From an optimization exercise on the open Yosys and OpenROAD flow, aimed at small area and a short achievable clock period; shortcuts taken in it are not production practice. At most, simulation tests tie the RTL to the original design; equivalence was not proved. Power is estimated from default activity; no workload was simulated. No driver is modelled on the clock port, so clocking that relies on it looks cheaper here than on a real chip.

Setup of v57:
// HWA
module HWA(
    input [12:0]        in,
    input               clock_d,
    input               clock_s,
    output logic [12:0] out,
    output logic        done
);
Size: roughly 650 cells after synthesis, about 400 flip-flops, ~29 I/O pins, roughly 13000 µm² of cells after synthesis.
==> flow/config.mk <==
export PLATFORM = sky130hd
export DESIGN_NAME = HWA
export DESIGN_NICKNAME = HWA
export VERILOG_FILES = /design/flow/design.v
export SDC_FILE = /design/flow/constraint.sdc
export NUM_CORES = 4
export LEC_CHECK = 0
export CAP_MARGIN = 0
export CORE_MARGIN = 2
export CORE_UTILIZATION = 40
export CTS_CLUSTER_DIAMETER = 100
export CTS_CLUSTER_SIZE = 28
export SETUP_SLACK_MARGIN = 4.3
export SLEW_MARGIN = 0
export SYNTH_MEMORY_MAX_BITS = 32768
==> flow/constraint.sdc <==
create_clock -name core_clock -period 6.5 [get_ports {clock_d}]
set_input_delay 1.3000 -clock core_clock [delete_from_list [all_inputs] [get_ports {clock_d}]]
set_output_delay 1.3000 -clock core_clock [all_outputs]
set_load 0.01 [all_outputs]
run.sh (not shown) runs the stock make flow with config.mk's settings and CLKGATE_MAP_FILE= SYNTH_SCRIPT=/design/flow/synth_recipe.tcl, a recipe that flattens the netlist after the stock synthesis.
v57 reached the final stage; the timing, design-rule and antenna checks on its layout passed.
--- input diff v57..v34 ---
Settings: SETUP_SLACK_MARGIN now 4.2, was 4.3; CORE_UTILIZATION now 50, was 40.
[summary]
- A class of the most critical setup path of flip-flop to output pin is what v57 shows, while flip-flop to flip-flop belongs to v34.
- met2 layer wire length in the routed design went up by a few percent going from v57 to v34.
- v34 closes out successfully: all stages finished, all timing, DRC and antenna checks passed.
- Compared with v57, v34 shows a lower maximum frequency.
- Max path length in cells of the critical path across v34 and v57: v34
- Going from v57 to v34, post-route standard cell area excluding fillers shrank slightly.
### v34 -> v35
Settings: a change of SETUP_SLACK_MARGIN from 4.2 to 4.5; a change of CORE_UTILIZATION from 50 to 40.
## What came out
Cell with the largest stage delay on the worst path: sky130_fd_sc_hd__dfxtp_2 -> v35, sky130_fd_sc_hd__edfxtp_1 -> v34
v35 packs its core looser than v34.
Looking at setup slack across both flows, v35 is the stronger of the two, with v34 trailing.
[compare] base=v34 new=v35: power in combinational cells shows an increase of about 5%; wire length shows an increase of about 4.5%; power share of the combinational group shows an increase of 0.2 points; average routed wire per standard cell shows a reduction of 6.0%; critical path depth shows a reduction of 7.
For v35, the kind of critical path was flip-flop to output pin, unlike v34, where it was flip-flop to flip-flop.
Between v34 and v35, number of clock buffers in the layout is lower for v35, v34 comes in above that.
Here is what was changed in the inputs of v42 compared with v35.
Settings: changing SETUP_SLACK_MARGIN from 4.5 to 4.4.
[summary]
- From v35 to v42 the numbers moved as follows: depth of the worst register-to-register path now larger; clock skew closely matched the old numbers; fraction of met3 tracks used by global routing ~0 delta; static leakage down 0.000047 µW.


HWA again, from the RTL that the note above started with.
Settings: LEC_CHECK=0, CAP_MARGIN=0, CORE_MARGIN=2, CORE_UTILIZATION=40, CTS_CLUSTER_DIAMETER=100, CTS_CLUSTER_SIZE=28, SETUP_SLACK_MARGIN=4.2, SLEW_MARGIN=0, SYNTH_MEMORY_MAX_BITS=32768; clock period 6.5 ns.
The baseline went through all stages and came out clean.
Rerun with:
Settings changed: CORE_UTILIZATION 40 to 50, SETUP_SLACK_MARGIN 4.2 to 4.3.
Utilization goes up by 11 points. Cell count goes down by about 9%. Worst hold slack improves by 0.0058 ns.
Rerun with:
Settings changed: CORE_UTILIZATION 50 to 45, SETUP_SLACK_MARGIN 4.3 to 4.2.
- The new run finished clean
- clock-buffer cell count falls by 1
- final area stays flat
- maximum frequency fell by about 0.75%
Rerun with:
Settings changed: CORE_UTILIZATION 45 to 55.
=>
- setup slack gets better by 0.025 ns
- cell area hardly moves
- total power is about the same
- core utilization grows by 11 points
Rerun with:
==> flow/flow/run.sh (new file) <==
#!/bin/bash
# The standard layout (standard.sh) with two changes: the port buffers are
# placed as the smallest buffer (timing repair upsizes the ones that need it),
# and clock tree synthesis adds no dummy loads.
# ORFS writes each step's log under orfs/logs/; the make output goes to standard.log.
set -o pipefail
bash standard.sh \
  "BUFFER_PORTS_ARGS=-buffer_cell sky130_fd_sc_hd__buf_1" \
  "CTS_ARGS=-sink_clustering_enable -repair_clock_nets -sink_clustering_size 28 -sink_clustering_max_diameter 100 -dont_use_dummy_load" \
  finish > standard.log 2>&1
==> flow/standard.sh (new file) <==
#!/bin/bash
# synth_recipe.tcl (not shown) runs the flow's synth.tcl, then flattens the netlist and writes it again
# the make line also repeats each setting of config.mk as NAME=value (left out here)
make -C /OpenROAD-flow-scripts/flow DESIGN_CONFIG=/design/flow/config.mk WORK_HOME=/design/flow/orfs CLKGATE_MAP_FILE= SYNTH_SCRIPT=/design/flow/synth_recipe.tcl "${@:-finish}"
Settings changed: CORE_UTILIZATION 55 to 40, SETUP_SLACK_MARGIN 4.2 to 4.3.
removed: flow/run.sh
After rerunning: Cell area hardly moves; worst hold slack is worse by 0.049 ns; global-route usage decreases by 4.1 points; wire length came out lower by 0.35%.
Rerun with:
Settings changed: CORE_UTILIZATION 40 to 50.
Outcome: Hold slack gains 0.0053 ns; first-iteration DRC count goes down by 6.5%; combinational power stays flat; clock-buffer cell count does not change; core utilization goes up by 11 points; non-clock buffer count goes up by 1; total power is about the same; routed wire length stays flat; worst setup slack loses 0.0034 ns.


Another version of the RTL of HWA (not shown whole).
Size: roughly 410 flip-flops, ~29 I/O pins, ~14,000 um^2 of cells after synthesis.
clock: 6.5 ns
lec_check: 0
cap_margin: 20
core_margin: 2
core_utilization: 40
slew_margin: 20
synth_memory_max_bits: 32768
Stock flow here: none of the scripts above is used.
Then changed:
- CTS_BUF_LIST: not set -> sky130_fd_sc_hd__clkbuf_4 sky130_fd_sc_hd__clkbuf_8
The new run produced a clean layout.
Routed wire length rose by 2.5%.
Worst setup slack is worse by 0.035 ns.
Critical path depth is unchanged.
Register-to-register slack is worse by 0.03 ns.
Clock power hardly moves.
Worst hold slack is worse by 0.0091 ns.
Core utilization rose by 0.25 points.
Flip-flop and latch count does not change.
Cell count rose by 3.9%.
Synthesized area does not change.
First-iteration DRC count fell by about 12%.
Function was not checked in any run of this note: the RTL went through the layout flow alone.


## job 3259
The RTL this note starts from:
==> flow/design.v <==
module VDC(
    input               clock,
    input               reset,    
    output logic [11:0] cnt,
    output logic [11:0] rev,
    output logic [11:0] nxt,      
    output logic        last      
);
logic [11:0] carry;
always_comb begin
    for (int i = 0; i < 12; i++) rev[i] = cnt[11-i];
end
assign carry[0] = 1'b1;
for (genvar i = 1; i < 12; i++) begin : g_carry
    assign carry[i] = &cnt[i-1:0];
end
assign nxt  = cnt ^ carry;
assign last = &cnt;
always_ff @(posedge clock)
    if (reset) cnt <= 12'd1;
    else       cnt <= nxt;
endmodule
module HWA(
    input [12:0]        in,
    input               clock_d,
    input               clock_s,
    output logic [12:0] out,
    output logic        done
);
localparam [10:0] SGN = 11'b01010001010;    
logic [11:0] l12 [0:21];
logic [9:0]  l10 [22:25];
logic [7:0]  l8  [26:29];
logic [4:0]  l5  [30:33];
logic [1:0]  l2  [34:37];
logic [11:0] q;       
logic [11:0] rq;      
logic        qlast;   
logic [10:0] seg1;    
logic [11:0] tapv;    
logic        gt_r;    
logic        sgn_r;   
logic        bit_r;   
VDC vdc(.clock(clock_d), .reset(clock_s), .cnt(q), .rev(rq), .nxt(), .last(qlast));
logic [4:0] e30;
assign e30 = (&l8[29][7:3]) ? 5'd31 : l8[29][7:3] + {4'd0, |l8[29][2:0]};
logic [1:0] r34;
assign r34 = (&l5[33][4:3]) ? 2'd3 : l5[33][4:3] + {1'b0, |l5[33][2:0]};
logic [10:0] seg_n;
always_comb begin
    logic [11:0] ge;      
    ge[0]  = 1'b1;
    ge[1]  = q >= 12'd2;
    ge[2]  = q >= 12'd23;
    ge[3]  = q >= 12'd101;
    ge[4]  = q >= 12'd338;
    ge[5]  = q >= 12'd1281;
    ge[6]  = q >= 12'd2814;
    ge[7]  = q >= 12'd3756;
    ge[8]  = q >= 12'd3993;
    ge[9]  = q >= 12'd4071;
    ge[10] = q >= 12'd4092;
    ge[11] = q == 12'd4095;   
    for (int s = 0; s < 11; s++) seg_n[s] = ge[s] & ~ge[s+1];
    seg_n[0] = seg_n[0] | ge[11];
end
always_comb
    tapv   = ({12{seg1[0]}}  & {l2[37], 10'b0})
           | ({12{seg1[1]}}  & {l5[33], 7'b0})
           | ({12{seg1[2]}}  & {l8[29], 4'b0})
           | ({12{seg1[3]}}  & {l10[25], 2'b0})
           | ({12{seg1[4]}}  & l12[21])
           | ({12{seg1[5]}}  & l12[19])
           | ({12{seg1[6]}}  & {l12[17][11:1], 1'b0})
           | ({12{seg1[7]}}  & {l12[13][11:3], 3'b0})
           | ({12{seg1[8]}}  & {l12[9][11:5], 5'b0})
           | ({12{seg1[9]}}  & {l12[5][11:7], 7'b0})
           | ({12{seg1[10]}} & {l12[1][11:10], 10'b0});
logic gt;
always_comb begin
    logic [11:0] g1, p1;
    logic [5:0]  g2, p2;
    logic [2:0]  g3, p3;
    for (int i = 0; i < 12; i++) begin
        g1[i] = tapv[i] & ~rq[i];
        p1[i] = tapv[i] | ~rq[i];
    end
    for (int i = 0; i < 6; i++) begin
        g2[i] = g1[2*i+1] | (p1[2*i+1] & g1[2*i]);
        p2[i] = g1[2*i+1] | (p1[2*i+1] & p1[2*i]);
    end
    for (int i = 0; i < 3; i++) begin
        g3[i] = g2[2*i+1] | (p2[2*i+1] & g2[2*i]);
        p3[i] = g2[2*i+1] | (p2[2*i+1] & p2[2*i]);
    end
    gt = g3[2] | (p3[2] & g3[1]) | (p3[2] & p3[1] & g3[0]);
end
assign bit_r = gt_r ^ sgn_r;
logic [12:0] acc_carry;
assign acc_carry[0] = bit_r;
for (genvar i = 1; i < 13; i++) begin : g_acc_carry
    assign acc_carry[i] = bit_r & (&out[i-1:0]);
end
always_ff @(posedge clock_d) begin
    if (clock_s) begin
        l12[0] <= in[11:0];
        for (int j = 1; j < 22; j++) l12[j] <= l12[j-1];
        l10[22] <= {l12[21][11:3], |l12[21][2:0]};
        for (int j = 23; j < 26; j++) l10[j] <= l10[j-1];
        l8[26] <= {l10[25][9:3], |l10[25][2:0]};
        for (int j = 27; j < 30; j++) l8[j] <= l8[j-1];
        l5[30] <= e30;
        for (int j = 31; j < 34; j++) l5[j] <= l5[j-1];
        l2[34] <= r34;
        for (int j = 35; j < 38; j++) l2[j] <= l2[j-1];
    end
end
always_ff @(posedge clock_d) begin
    if (clock_s) begin
        out   <= 13'd0;
        done  <= 1'b0;
        seg1  <= 11'd1;                    
        gt_r  <= |l2[36];                  
        sgn_r <= SGN[0];
    end else begin
        out   <= out ^ acc_carry;
        done  <= qlast;
        seg1  <= seg_n;
        gt_r  <= gt;
        sgn_r <= |(seg1 & SGN);
    end
end
endmodule
export LEC_CHECK = 0
export CAP_MARGIN = 0
export CORE_MARGIN = 2
export CORE_UTILIZATION = 45
export CTS_CLUSTER_DIAMETER = 100
export CTS_CLUSTER_SIZE = 28
export SETUP_SLACK_MARGIN = 4.3
export SLEW_MARGIN = 0
export SYNTH_MEMORY_MAX_BITS = 32768
create_clock -name core_clock -period 6.5 [get_ports {clock_d}]
standard.sh (not shown) runs the stock make flow with config.mk's settings and CLKGATE_MAP_FILE= SYNTH_SCRIPT=/design/flow/synth_recipe.tcl, a recipe that flattens the netlist after the stock synthesis.
==> flow/flow/run.sh <==
#!/bin/bash
# The standard layout (standard.sh) with two changes: the port buffers are
# placed as the smallest buffer (timing repair upsizes the ones that need it),
# and clock tree synthesis adds no dummy loads.
# ORFS writes each step's log under orfs/logs/; the make output goes to standard.log.
set -o pipefail
bash standard.sh \
  "BUFFER_PORTS_ARGS=-buffer_cell sky130_fd_sc_hd__buf_1" \
  "CTS_ARGS=-sink_clustering_enable -repair_clock_nets -sink_clustering_size 28 -sink_clustering_max_diameter 100 -dont_use_dummy_load" \
  finish > standard.log 2>&1
Job 3259 reached the end of the flow, and the finished layout is clean on the timing, design-rule and antenna checks.
Inputs modified between job 3259 and job 5262:
--- a/flow/config.mk
+++ b/flow/config.mk
@@ -10 +10 @@
-export CORE_UTILIZATION = 45
+export CORE_UTILIZATION = 40
Notes after the runs:
Per the comparison of job 5262 with job 3259, final design area excluding fillers level, die area moved up, final worst slack level. The total power was comparable across job 3259 and job 5262. Job 5262 against job 3259: share of the clock period used by the worst path did not really move; share of the final layout cell area in sequential cells did not really move; number of gates on the worst path with buffers counted did not really move; final layout net count went up. Run comparison: job 5262 beginning of the critical path out[2]$_SDFF_PP0_; job 3259 beginning of the critical path done$_SDFF_PP0_.
Relative to job 5262, the following input files were edited for job 4350:
--- a/flow/config.mk
+++ b/flow/config.mk
@@ -13 +13 @@
-export SETUP_SLACK_MARGIN = 4.3
+export SETUP_SLACK_MARGIN = 4.25
==> comparison <==
~same average routed wire per standard cell in job 4350 and job 5262
Non-filler instance count after layout: job 5262 vs job 4350, no meaningful difference
Between job 4350 and job 5262, the layout buffering overhead excluding clock cells figures differ only marginally.
The final critical path time including I/O delays and setup of job 4350 and that of job 5262 are within noise of each other.
Job 5262 → job 4350: data required time of the worst path stayed essentially flat, count of buffers not belonging to the clock network in the layout decreased 1.
Reported for job 4350 and job 5262, share of the synthesized area in compound gates (AO/OA/AOI/OAI) turned out identical to the last digit.
What job 7201 does differently from job 4350 at the input level:
--- a/flow/flow/run.sh
+++ b/flow/flow/run.sh
@@ -9 +9 @@
-  "CTS_ARGS=-sink_clustering_enable -repair_clock_nets -sink_clustering_size 28 -sink_clustering_max_diameter 100 -dont_use_dummy_load" \
+  "CTS_ARGS=-sink_clustering_enable -repair_clock_nets -sink_clustering_size 32 -sink_clustering_max_diameter 100 -dont_use_dummy_load" \
--- a/flow/config.mk
+++ b/flow/config.mk
@@ -12,2 +12,2 @@
-export CTS_CLUSTER_SIZE = 28
-export SETUP_SLACK_MARGIN = 4.25
+export CTS_CLUSTER_SIZE = 32
+export SETUP_SLACK_MARGIN = 4.3
==> comparison <==
Compared with job 4350, job 7201 shows via count lower by 0.61%. Final instance area of job 7201 is on par with job 4350. Final wirelength of job 7201 is on par with job 4350. Count of clock-buffer cells in the layout: job 7201 vs job 4350 down 2. Any difference in met3 track utilization from global routing between job 4350 and job 7201 is small enough to ignore.


## nickel
// HWA: RTL as listed in full above, without the edits since
clock: 6.5 ns
lec_check: 0
cap_margin: 0
core_margin: 2
core_utilization: 40
cts_cluster_diameter: 100
cts_cluster_size: 24
setup_slack_margin: 4.3
slew_margin: 0
synth_memory_max_bits: 32768
==> flow/flow/run.sh <==
#!/bin/bash
# The standard layout (standard.sh) with two changes: the port buffers are
# placed as the smallest buffer (timing repair upsizes the ones that need it),
# and clock tree synthesis adds no dummy loads.
# ORFS writes each step's log under orfs/logs/; the make output goes to standard.log.
set -o pipefail
bash standard.sh \
  "BUFFER_PORTS_ARGS=-buffer_cell sky130_fd_sc_hd__buf_1" \
  "CTS_ARGS=-sink_clustering_enable -repair_clock_nets -sink_clustering_size 24 -sink_clustering_max_diameter 100 -dont_use_dummy_load" \
  finish > standard.log 2>&1
The following lists how juniper was set up differently from nickel:
- swapping 40 for 35 in CORE_UTILIZATION
- swapping 24 for 28 in CTS_CLUSTER_SIZE
-- flow/flow/run.sh --
<<< nickel, line 7
bash standard.sh \
  "BUFFER_PORTS_ARGS=-buffer_cell sky130_fd_sc_hd__buf_1" \
  "CTS_ARGS=-sink_clustering_enable -repair_clock_nets -sink_clustering_size 24 -sink_clustering_max_diameter 100 -dont_use_dummy_load" \
  finish > standard.log 2>&1
>>> juniper, line 7
bash standard.sh \
  "BUFFER_PORTS_ARGS=-buffer_cell sky130_fd_sc_hd__buf_1" \
  "CTS_ARGS=-sink_clustering_enable -repair_clock_nets -sink_clustering_size 28 -sink_clustering_max_diameter 100 -dont_use_dummy_load" \
  finish > standard.log 2>&1
Worst-case setup margin in the final layout: nickel vs juniper — no meaningful difference. Total power of juniper is lower than that of nickel. Total clock network power in juniper is about 5% below nickel. Capture point of the worst path = out[3]: juniper; capture point of the worst path = out[5]: nickel. Highest attainable clock frequency of juniper is on par with nickel. Compared with nickel, in juniper core footprint higher; final net count lower; final critical-path required period roughly the same. On post-route standard cell area excluding fillers, nickel tracks juniper almost exactly. In the final design statistics, juniper uses more standard cells in total than nickel.

[port drivers added, routing unchanged]
No port has a modelled driver above. Below, the same layouts with a new extraction and two added sets of constraints.
Step 1 sets driving cells, clkbuf_16 on the clock port and buf_2 on the other inputs (assumed; they add their load-dependent delay and slew).
Step 2 adds t to the input delays and takes it off the output delays; t is the mean of the earliest and latest rising clock arrival at the registers after step 1. Input paths then give back, and output paths get back, about the clock's delay inside the block.
Three values: no drivers, after step 1, after step 2; two values: the first two.
run | t, ns | setup slack, ns | worst slew at a driven data input, ns | cell pins on the clock port's net
v57 | 0.552 | 4.222 / 4.175 / 3.842 | 0.07 | 1
v34 | 0.555 | 4.208 / 4.162 / 3.814 | 0.05 | 1
v35 | 0.562 | 4.222 / 4.176 / 3.854 | 0.17 | 1
v42 | 0.560 | 4.189 / 4.143 / 3.901 | 0.13 | 1
the first run of note 2 | 0.552 | 4.159 / 4.114 / 3.796 | 0.07 | 1
the second run of note 2 | 0.553 | 4.209 / 4.160 / 3.800 | 0.05 | 1
the third run of note 2 | 0.566 | 4.191 / 4.160 / 3.941 | 0.05 | 1
the fourth run of note 2 | 0.561 | 4.216 / 4.186 / 3.711 | 0.07 | 1
the fifth run of note 2 | 0.553 | 4.229 / 4.183 / 3.873 | 0.05 | 1
the sixth run of note 2 | 0.548 | 4.226 / 4.179 / 3.909 | 0.05 | 1
the first run of note 3 | 0.569 | 3.206 / 3.206 / 3.206 | 0.05 | 1
the second run of note 3 | 0.591 | 3.171 / 3.172 / 3.172 | 0.05 | 1
job 3259 | 0.538 | 4.237 / 4.190 / 3.771 | 0.03 | 1
job 5262 | 0.540 | 4.236 / 4.191 / 3.849 | 0.03 | 1
job 4350 | 0.542 | 4.234 / 4.189 / 3.745 | 0.03 | 1
job 7201 | 0.552 | 4.243 / 4.196 / 3.822 | 0.03 | 1
nickel | 0.556 | 4.228 / 4.181 / 3.831 | 0.03 | 1
juniper | 0.538 | 4.228 / 4.181 / 3.811 | 0.06 | 1
After both steps setup and hold are still met in every run listed. For the fourth run of note 2, which loses most, drivers alone change the setup slack by -0.030 ns; drivers and shift together by -0.505 ns.
